Source: an optimization exercise on an open RTL-to-GDS flow (aim: small area, a short achievable clock period and few clock cycles per item). Production flows keep margins and buffers that such runs may drop. Where RTL was checked, it was by simulation tests only, not by an equivalence proof against the original.

==> inputs of 10-07 <==
==> flow/design.v (excerpt) <==
module multiply (clk, prod, fin, mcand, mplier, reset);
	input clk, reset;
	output [63:0] prod;
	output fin;
	input [31:0] mcand, mplier;
	reg first;		 
	reg [1:0] cnt;		 
	reg [32:0] S, C;	 
	reg [11:0] lx, ly;	 
	reg cin;		 
	reg [5:0] e1, e2, en;	 
	reg [23:0] sh;	 
	assign fin = (cnt == 3);
	wire [35:0] mpx = {4'd0, mplier};
	wire [12:0] nxt = first ? mpx[23:11] : sh[23:11];	 
	wire [32:0] a = S & {33{~first}} | {1'b1, 32'd0} & {33{first}};
	wire [32:0] b = C & {33{~first}};
	wire [33:0] m1 = {2'b00, mcand};
	wire [33:0] m2 = {1'b0, mcand, 1'b0};
	wire [2:0] f0 = {mplier[1], mplier[0], 1'b0};
	wire [2:0] q0 = nxt[2:0];
	wire s1_0 = e1[0] | first & (f0[1] ^ f0[0]);
	wire s2_0 = e2[0] | first & ((f0 == 3'b100) | (f0 == 3'b011));
	wire ng0 = en[0] | first & f0[2];
	wire [33:0] r0 = (({34{s1_0}} & m1) | ({34{s2_0}} & m2)) ^ {34{ng0}};
	wire [2:0] f1 = {mplier[3], mplier[2], mplier[1]};
	wire [2:0] q1 = nxt[4:2];
	wire s1_1 = e1[1] | first & (f1[1] ^ f1[0]);
	wire s2_1 = e2[1] | first & ((f1 == 3'b100) | (f1 == 3'b011));
	wire ng1 = en[1] | first & f1[2];
	wire [33:0] r1 = (({34{s1_1}} & m1) | ({34{s2_1}} & m2)) ^ {34{ng1}};
	wire [2:0] f2 = {mplier[5], mplier[4], mplier[3]};
	wire [2:0] q2 = nxt[6:4];
	wire s1_2 = e1[2] | first & (f2[1] ^ f2[0]);
	wire s2_2 = e2[2] | first & ((f2 == 3'b100) | (f2 == 3'b011));
	wire ng2 = en[2] | first & f2[2];
	wire [33:0] r2 = (({34{s1_2}} & m1) | ({34{s2_2}} & m2)) ^ {34{ng2}};
	wire [2:0] f3 = {mplier[7], mplier[6], mplier[5]};
	wire [2:0] q3 = nxt[8:6];
	wire s1_3 = e1[3] | first & (f3[1] ^ f3[0]);
	wire s2_3 = e2[3] | first & ((f3 == 3'b100) | (f3 == 3'b011));
	wire ng3 = en[3] | first & f3[2];
	wire [33:0] r3 = (({34{s1_3}} & m1) | ({34{s2_3}} & m2)) ^ {34{ng3}};
	wire [2:0] f4 = {mplier[9], mplier[8], mplier[7]};
	wire [2:0] q4 = nxt[10:8];
	wire s1_4 = e1[4] | first & (f4[1] ^ f4[0]);
  ...
Settings: LEC_CHECK=0, CAP_MARGIN=20, CORE_MARGIN=2, CORE_UTILIZATION=40, SETUP_SLACK_MARGIN=0.5, SLEW_MARGIN=20, SYNTH_HIERARCHICAL=1, SYNTH_MINIMUM_KEEP_SIZE=0; clock period 4.5 ns.
standard.sh (not shown) runs the stock make flow with config.mk's settings and CLKGATE_MAP_FILE= SYNTH_SCRIPT=/design/flow/synth_recipe.tcl, a recipe that flattens the netlist after the stock synthesis.
==> flow/flow/run.sh <==
#!/bin/bash
# Standard layout, but with plain buffers on the ports instead of delay cells.
export BUFFER_PORTS_ARGS="-buffer_cell sky130_fd_sc_hd__buf_1"
bash standard.sh > standard.log 2>&1
==> 12-21 (differences from 10-07) <==
--- a/flow/design.v
+++ b/flow/design.v
@@ -5,56 +5,68 @@
 	input [31:0] mcand, mplier;
 	reg first;		 
 	reg [1:0] cnt;		 
 	reg [32:0] S, C;	 
 	reg [11:0] lx, ly;	 
 	reg cin;		 
-	reg [5:0] e1, e2, en;	 
+	reg [5:0] e1, e2;	 
 	reg [23:0] sh;	 
 	assign fin = (cnt == 3);
 	wire [35:0] mpx = {4'd0, mplier};
 	wire [12:0] nxt = first ? mpx[23:11] : sh[23:11];	 
 	wire [32:0] a = S & {33{~first}} | {1'b1, 32'd0} & {33{first}};
 	wire [32:0] b = C & {33{~first}};
 	wire [33:0] m1 = {2'b00, mcand};
 	wire [33:0] m2 = {1'b0, mcand, 1'b0};
 	wire [2:0] f0 = {mplier[1], mplier[0], 1'b0};
 	wire [2:0] q0 = nxt[2:0];
-	wire s1_0 = e1[0] | first & (f0[1] ^ f0[0]);
-	wire s2_0 = e2[0] | first & ((f0 == 3'b100) | (f0 == 3'b011));
-	wire ng0 = en[0] | first & f0[2];
+	wire fs1_0, fs2_0;
+	benc ue0 (f0, fs1_0, fs2_0);
+	wire s1_0 = e1[0] | first & fs1_0;
+	wire s2_0 = e2[0] | first & fs2_0;
+	wire ng0 = first ? mplier[1] : sh[1];
 	wire [33:0] r0 = (({34{s1_0}} & m1) | ({34{s2_0}} & m2)) ^ {34{ng0}};
 	wire [2:0] f1 = {mplier[3], mplier[2], mplier[1]};
 	wire [2:0] q1 = nxt[4:2];
-	wire s1_1 = e1[1] | first & (f1[1] ^ f1[0]);
-	wire s2_1 = e2[1] | first & ((f1 == 3'b100) | (f1 == 3'b011));
-	wire ng1 = en[1] | first & f1[2];
+	wire fs1_1, fs2_1;
+	benc ue1 (f1, fs1_1, fs2_1);
+	wire s1_1 = e1[1] | first & fs1_1;
+	wire s2_1 = e2[1] | first & fs2_1;
+	wire ng1 = first ? mplier[3] : sh[3];
 	wire [33:0] r1 = (({34{s1_1}} & m1) | ({34{s2_1}} & m2)) ^ {34{ng1}};
 	wire [2:0] f2 = {mplier[5], mplier[4], mplier[3]};
 	wire [2:0] q2 = nxt[6:4];
-	wire s1_2 = e1[2] | first & (f2[1] ^ f2[0]);
-	wire s2_2 = e2[2] | first & ((f2 == 3'b100) | (f2 == 3'b011));
-	wire ng2 = en[2] | first & f2[2];
+	wire fs1_2, fs2_2;
+	benc ue2 (f2, fs1_2, fs2_2);
+	wire s1_2 = e1[2] | first & fs1_2;
+	wire s2_2 = e2[2] | first & fs2_2;
+	wire ng2 = first ? mplier[5] : sh[5];
 	wire [33:0] r2 = (({34{s1_2}} & m1) | ({34{s2_2}} & m2)) ^ {34{ng2}};
 	wire [2:0] f3 = {mplier[7], mplier[6], mplier[5]};
 	wire [2:0] q3 = nxt[8:6];
-	wire s1_3 = e1[3] | first & (f3[1] ^ f3[0]);
-	wire s2_3 = e2[3] | first & ((f3 == 3'b100) | (f3 == 3'b011));
-	wire ng3 = en[3] | first & f3[2];
+	wire fs1_3, fs2_3;
+	benc ue3 (f3, fs1_3, fs2_3);
+	wire s1_3 = e1[3] | first & fs1_3;
+	wire s2_3 = e2[3] | first & fs2_3;
+	wire ng3 = first ? mplier[7] : sh[7];
 	wire [33:0] r3 = (({34{s1_3}} & m1) | ({34{s2_3}} & m2)) ^ {34{ng3}};
 	wire [2:0] f4 = {mplier[9], mplier[8], mplier[7]};
 	wire [2:0] q4 = nxt[10:8];
-	wire s1_4 = e1[4] | first & (f4[1] ^ f4[0]);
-	wire s2_4 = e2[4] | first & ((f4 == 3'b100) | (f4 == 3'b011));
-	wire ng4 = en[4] | first & f4[2];
+	wire fs1_4, fs2_4;
+	benc ue4 (f4, fs1_4, fs2_4);
+	wire s1_4 = e1[4] | first & fs1_4;
+	wire s2_4 = e2[4] | first & fs2_4;
+	wire ng4 = first ? mplier[9] : sh[9];
 	wire [33:0] r4 = (({34{s1_4}} & m1) | ({34{s2_4}} & m2)) ^ {34{ng4}};
 	wire [2:0] f5 = {mplier[11], mplier[10], mplier[9]};
 	wire [2:0] q5 = nxt[12:10];
-	wire s1_5 = e1[5] | first & (f5[1] ^ f5[0]);
-	wire s2_5 = e2[5] | first & ((f5 == 3'b100) | (f5 == 3'b011));
-	wire ng5 = en[5] | first & f5[2];
+	wire fs1_5, fs2_5;
+	benc ue5 (f5, fs1_5, fs2_5);
+	wire s1_5 = e1[5] | first & fs1_5;
+	wire s2_5 = e2[5] | first & fs2_5;
+	wire ng5 = first ? mplier[11] : sh[11];
 	wire [33:0] r5 = (({34{s1_5}} & m1) | ({34{s2_5}} & m2)) ^ {34{ng5}};
 	wire l0_6_0_s, l0_6_0_c;
 	ha ul0_6_0 (a[6], b[6], l0_6_0_s, l0_6_0_c);
 	wire l0_7_1_s, l0_7_1_c;
 	ha ul0_7_1 (a[7], b[7], l0_7_1_s, l0_7_1_c);
 	wire l0_8_2_s, l0_8_2_c;
@@ -531,19 +543,24 @@
 		C <= y[44:12];
 		lx <= x[11:0];
 		ly <= y[11:0];
 		cin <= low[12] & ~first;
 		e1 <= reset ? 6'd0 : {q5[1] ^ q5[0], q4[1] ^ q4[0], q3[1] ^ q3[0], q2[1] ^ q2[0], q1[1] ^ q1[0], q0[1] ^ q0[0]};
 		e2 <= reset ? 6'd0 : {(q5 == 3'b100) | (q5 == 3'b011), (q4 == 3'b100) | (q4 == 3'b011), (q3 == 3'b100) | (q3 == 3'b011), (q2 == 3'b100) | (q2 == 3'b011), (q1 == 3'b100) | (q1 == 3'b011), (q0 == 3'b100) | (q0 == 3'b011)};
-		en <= reset ? 6'd0 : {q5[2], q4[2], q3[2], q2[2], q1[2], q0[2]};
 		sh <= first ? mpx[35:12] : {low[11:0], sh[23:12]};
 	end
 	wire [40:0] his = {S, lx, cin} + {C, ly, cin};
 	wire [39:0] hi = his[40:1];
 	assign prod = {hi, sh};
 endmodule
+module benc (g, s1, s2);
+	input [2:0] g;
+	output s1, s2;
+	assign s1 = g[1] ^ g[0];
+	assign s2 = (g == 3'b100) | (g == 3'b011);
+endmodule
 module fa (a, b, c, s, co);
 	input a, b, c;
 	output s, co;
 	assign s = a ^ b ^ c;
 	assign co = (a & b) | (a & c) | (b & c);
 endmodule
==> flow/flow/run.sh (replaced) <==
#!/bin/bash
# Standard layout, but with plain buffers on the ports instead of delay cells.
export BUFFER_PORTS_ARGS="-buffer_cell sky130_fd_sc_hd__buf_2"
bash standard.sh > standard.log 2>&1
Settings changed: CORE_UTILIZATION 40 to 55, PLACE_DENSITY from default to 0.75.
==> 12-18 (differences from 10-07) <==
--- a/flow/design.v
+++ b/flow/design.v
@@ -5,56 +5,69 @@
 	input [31:0] mcand, mplier;
 	reg first;		 
 	reg [1:0] cnt;		 
 	reg [32:0] S, C;	 
 	reg [11:0] lx, ly;	 
 	reg cin;		 
-	reg [5:0] e1, e2, en;	 
+	reg [5:0] e1, e2;	 
 	reg [23:0] sh;	 
 	assign fin = (cnt == 3);
 	wire [35:0] mpx = {4'd0, mplier};
-	wire [12:0] nxt = first ? mpx[23:11] : sh[23:11];	 
-	wire [32:0] a = S & {33{~first}} | {1'b1, 32'd0} & {33{first}};
-	wire [32:0] b = C & {33{~first}};
+	wire ld = first;	 
+	wire [12:0] nxt = ld ? mpx[23:11] : sh[23:11];	 
+	wire [32:0] a = S & {33{~ld}} | {1'b1, 32'd0} & {33{ld}};
+	wire [32:0] b = C & {33{~ld}};
 	wire [33:0] m1 = {2'b00, mcand};
 	wire [33:0] m2 = {1'b0, mcand, 1'b0};
 	wire [2:0] f0 = {mplier[1], mplier[0], 1'b0};
 	wire [2:0] q0 = nxt[2:0];
-	wire s1_0 = e1[0] | first & (f0[1] ^ f0[0]);
-	wire s2_0 = e2[0] | first & ((f0 == 3'b100) | (f0 == 3'b011));
-	wire ng0 = en[0] | first & f0[2];
+	wire fs1_0, fs2_0;
+	benc ue0 (f0, fs1_0, fs2_0);
+	wire s1_0 = e1[0] | first & fs1_0;
+	wire s2_0 = e2[0] | first & fs2_0;
+	wire ng0 = first ? mplier[1] : sh[1];
 	wire [33:0] r0 = (({34{s1_0}} & m1) | ({34{s2_0}} & m2)) ^ {34{ng0}};
 	wire [2:0] f1 = {mplier[3], mplier[2], mplier[1]};
 	wire [2:0] q1 = nxt[4:2];
-	wire s1_1 = e1[1] | first & (f1[1] ^ f1[0]);
-	wire s2_1 = e2[1] | first & ((f1 == 3'b100) | (f1 == 3'b011));
-	wire ng1 = en[1] | first & f1[2];
+	wire fs1_1, fs2_1;
+	benc ue1 (f1, fs1_1, fs2_1);
+	wire s1_1 = e1[1] | first & fs1_1;
+	wire s2_1 = e2[1] | first & fs2_1;
+	wire ng1 = first ? mplier[3] : sh[3];
 	wire [33:0] r1 = (({34{s1_1}} & m1) | ({34{s2_1}} & m2)) ^ {34{ng1}};
 	wire [2:0] f2 = {mplier[5], mplier[4], mplier[3]};
 	wire [2:0] q2 = nxt[6:4];
-	wire s1_2 = e1[2] | first & (f2[1] ^ f2[0]);
-	wire s2_2 = e2[2] | first & ((f2 == 3'b100) | (f2 == 3'b011));
-	wire ng2 = en[2] | first & f2[2];
+	wire fs1_2, fs2_2;
+	benc ue2 (f2, fs1_2, fs2_2);
+	wire s1_2 = e1[2] | first & fs1_2;
+	wire s2_2 = e2[2] | first & fs2_2;
+	wire ng2 = first ? mplier[5] : sh[5];
 	wire [33:0] r2 = (({34{s1_2}} & m1) | ({34{s2_2}} & m2)) ^ {34{ng2}};
 	wire [2:0] f3 = {mplier[7], mplier[6], mplier[5]};
 	wire [2:0] q3 = nxt[8:6];
-	wire s1_3 = e1[3] | first & (f3[1] ^ f3[0]);
-	wire s2_3 = e2[3] | first & ((f3 == 3'b100) | (f3 == 3'b011));
-	wire ng3 = en[3] | first & f3[2];
+	wire fs1_3, fs2_3;
+	benc ue3 (f3, fs1_3, fs2_3);
+	wire s1_3 = e1[3] | first & fs1_3;
+	wire s2_3 = e2[3] | first & fs2_3;
+	wire ng3 = first ? mplier[7] : sh[7];
 	wire [33:0] r3 = (({34{s1_3}} & m1) | ({34{s2_3}} & m2)) ^ {34{ng3}};
 	wire [2:0] f4 = {mplier[9], mplier[8], mplier[7]};
 	wire [2:0] q4 = nxt[10:8];
-	wire s1_4 = e1[4] | first & (f4[1] ^ f4[0]);
-	wire s2_4 = e2[4] | first & ((f4 == 3'b100) | (f4 == 3'b011));
-	wire ng4 = en[4] | first & f4[2];
+	wire fs1_4, fs2_4;
+	benc ue4 (f4, fs1_4, fs2_4);
+	wire s1_4 = e1[4] | first & fs1_4;
+	wire s2_4 = e2[4] | first & fs2_4;
+	wire ng4 = first ? mplier[9] : sh[9];
 	wire [33:0] r4 = (({34{s1_4}} & m1) | ({34{s2_4}} & m2)) ^ {34{ng4}};
 	wire [2:0] f5 = {mplier[11], mplier[10], mplier[9]};
 	wire [2:0] q5 = nxt[12:10];
-	wire s1_5 = e1[5] | first & (f5[1] ^ f5[0]);
-	wire s2_5 = e2[5] | first & ((f5 == 3'b100) | (f5 == 3'b011));
-	wire ng5 = en[5] | first & f5[2];
+	wire fs1_5, fs2_5;
+	benc ue5 (f5, fs1_5, fs2_5);
+	wire s1_5 = e1[5] | first & fs1_5;
+	wire s2_5 = e2[5] | first & fs2_5;
+	wire ng5 = first ? mplier[11] : sh[11];
 	wire [33:0] r5 = (({34{s1_5}} & m1) | ({34{s2_5}} & m2)) ^ {34{ng5}};
 	wire l0_6_0_s, l0_6_0_c;
 	ha ul0_6_0 (a[6], b[6], l0_6_0_s, l0_6_0_c);
 	wire l0_7_1_s, l0_7_1_c;
 	ha ul0_7_1 (a[7], b[7], l0_7_1_s, l0_7_1_c);
 	wire l0_8_2_s, l0_8_2_c;
@@ -528,22 +541,27 @@
 		else if (cnt != 3)
 			cnt <= cnt + 1'b1;
 		S <= x[44:12];
 		C <= y[44:12];
 		lx <= x[11:0];
 		ly <= y[11:0];
-		cin <= low[12] & ~first;
+		cin <= low[12] & ~ld;
 		e1 <= reset ? 6'd0 : {q5[1] ^ q5[0], q4[1] ^ q4[0], q3[1] ^ q3[0], q2[1] ^ q2[0], q1[1] ^ q1[0], q0[1] ^ q0[0]};
-		e2 <= reset ? 6'd0 : {(q5 == 3'b100) | (q5 == 3'b011), (q4 == 3'b100) | (q4 == 3'b011), (q3 == 3'b100) | (q3 == 3'b011), (q2 == 3'b100) | (q2 == 3'b011), (q1 == 3'b100) | (q1 == 3'b011), (q0 == 3'b100) | (q0 == 3'b011)};
-		en <= reset ? 6'd0 : {q5[2], q4[2], q3[2], q2[2], q1[2], q0[2]};
-		sh <= first ? mpx[35:12] : {low[11:0], sh[23:12]};
+		e2 <= reset ? 6'd0 : {(q5[2] ^ q5[1]) & ~(q5[1] ^ q5[0]), (q4[2] ^ q4[1]) & ~(q4[1] ^ q4[0]), (q3[2] ^ q3[1]) & ~(q3[1] ^ q3[0]), (q2[2] ^ q2[1]) & ~(q2[1] ^ q2[0]), (q1[2] ^ q1[1]) & ~(q1[1] ^ q1[0]), (q0[2] ^ q0[1]) & ~(q0[1] ^ q0[0])};
+		sh <= ld ? mpx[35:12] : {low[11:0], sh[23:12]};
 	end
 	wire [40:0] his = {S, lx, cin} + {C, ly, cin};
 	wire [39:0] hi = his[40:1];
 	assign prod = {hi, sh};
 endmodule
+module benc (g, s1, s2);
+	input [2:0] g;
+	output s1, s2;
+	assign s1 = g[1] ^ g[0];
+	assign s2 = (g[2] ^ g[1]) & ~(g[1] ^ g[0]);
+endmodule
 module fa (a, b, c, s, co);
 	input a, b, c;
 	output s, co;
 	assign s = a ^ b ^ c;
 	assign co = (a & b) | (a & c) | (b & c);
 endmodule
==> flow/flow/run.sh (replaced) <==
#!/bin/bash
# Standard layout, but with plain buffers on the ports instead of delay cells.
export BUFFER_PORTS_ARGS="-buffer_cell sky130_fd_sc_hd__buf_2"
bash standard.sh > standard.log 2>&1
==> impl_results.md <==
- Status: no timing/DRC/antenna violations
- Simple-gate share of the synthesized area: 8.18%
- Clock buffers: 17
- CP startpoint: ly[0]
- Post-synthesis compound-gate area fraction: between 10% and 20%
- Vias in the first global route: around 11000
- Synth top cells by count: xnor2_1, fa_1, a22oi_1
- Post-CTS Setup Inserts: 3
- Stages on worst setup path: 10
- Post-route cell area: roughly 0.016 mm²
- Slew margin rel.: between 30% and 40%
# the run above: 12-18

==> impl_results.md <==
- Sequential Area: between 0.002 and 0.003 mm²
- Vias in the first global route: 12075
- Multi-input logic area: around 0.012 mm²
- Post-route cell area: between 0.015 and 0.02 mm²
- Layout cell share with drive strength beyond 1: 17.3%
- Clock buffers: 19
- Simple-gate share of the synthesized area: between 7 and 8%
- Stages on worst setup path: 12
- Status: no timing/DRC/antenna violations
- Clock slew at reported path FFs: 0.06 ns
- Post-CTS Setup Inserts: 0
- Post-synthesis compound-gate area fraction: roughly 17%
# the run above: 10-07

==> impl_results.md <==
- Simple-gate share of the synthesized area: under 10%
- Sequential Area: ~0.0026 mm²
- Clock buffers: 18
- Post-synthesis compound-gate area fraction: 16.7%
- Status: no timing/DRC/antenna violations
- Stages on worst setup path: 12
- Worst EP arrival: ~4.2 ns
- Slew margin rel.: between 30% and 40%
- CP startpoint: mplier[1]
- IO Count: 131
- Vias in the first global route: ~12000
- Post-route cell area: about 0.016 mm²
- Post-CTS Setup Inserts: 1
# the run above: 12-21

Testbench counts of 10-07, summed over its fixed seeds: cycles 12,800, items 3,200.
The RTL of 12-21 and 12-18 was laid out without a check of its function.

[port drivers added, routing unchanged]
Ports are ideal in the flow. The routed layouts listed here were re-timed in OpenROAD. Step 1, drivers: a clkbuf_16 drives clk and a buf_2 each remaining input, both assumed. Step 2 also shifts input and output timing later by t, the mid clock arrival at the registers, as if the neighbouring blocks saw the same clock. Slacks: ideal ports / drivers / drivers and shift; pairs: ideal ports / drivers.
run | t, ns | slack for setup (ns) | hold WS [ns] | worst slew at a driven data input, ns | cell pins on the clock port's net
10-07 | 0.485 | 0.585 / 0.560 / 0.113 | 0.514 / 0.514 / 0.514 | 0.05 | 1
12-21 | 0.473 | 0.575 / 0.545 / 0.128 | 0.543 / 0.543 / 0.543 | 0.08 | 1
12-18 | 0.480 | 0.474 / 0.421 / 0.246 | 0.530 / 0.530 / 0.530 | 0.07 | 1
After both steps every run listed still meets setup and hold. For 10-07, which loses most, drivers alone change the setup slack by -0.025 ns; drivers and shift together by -0.472 ns.
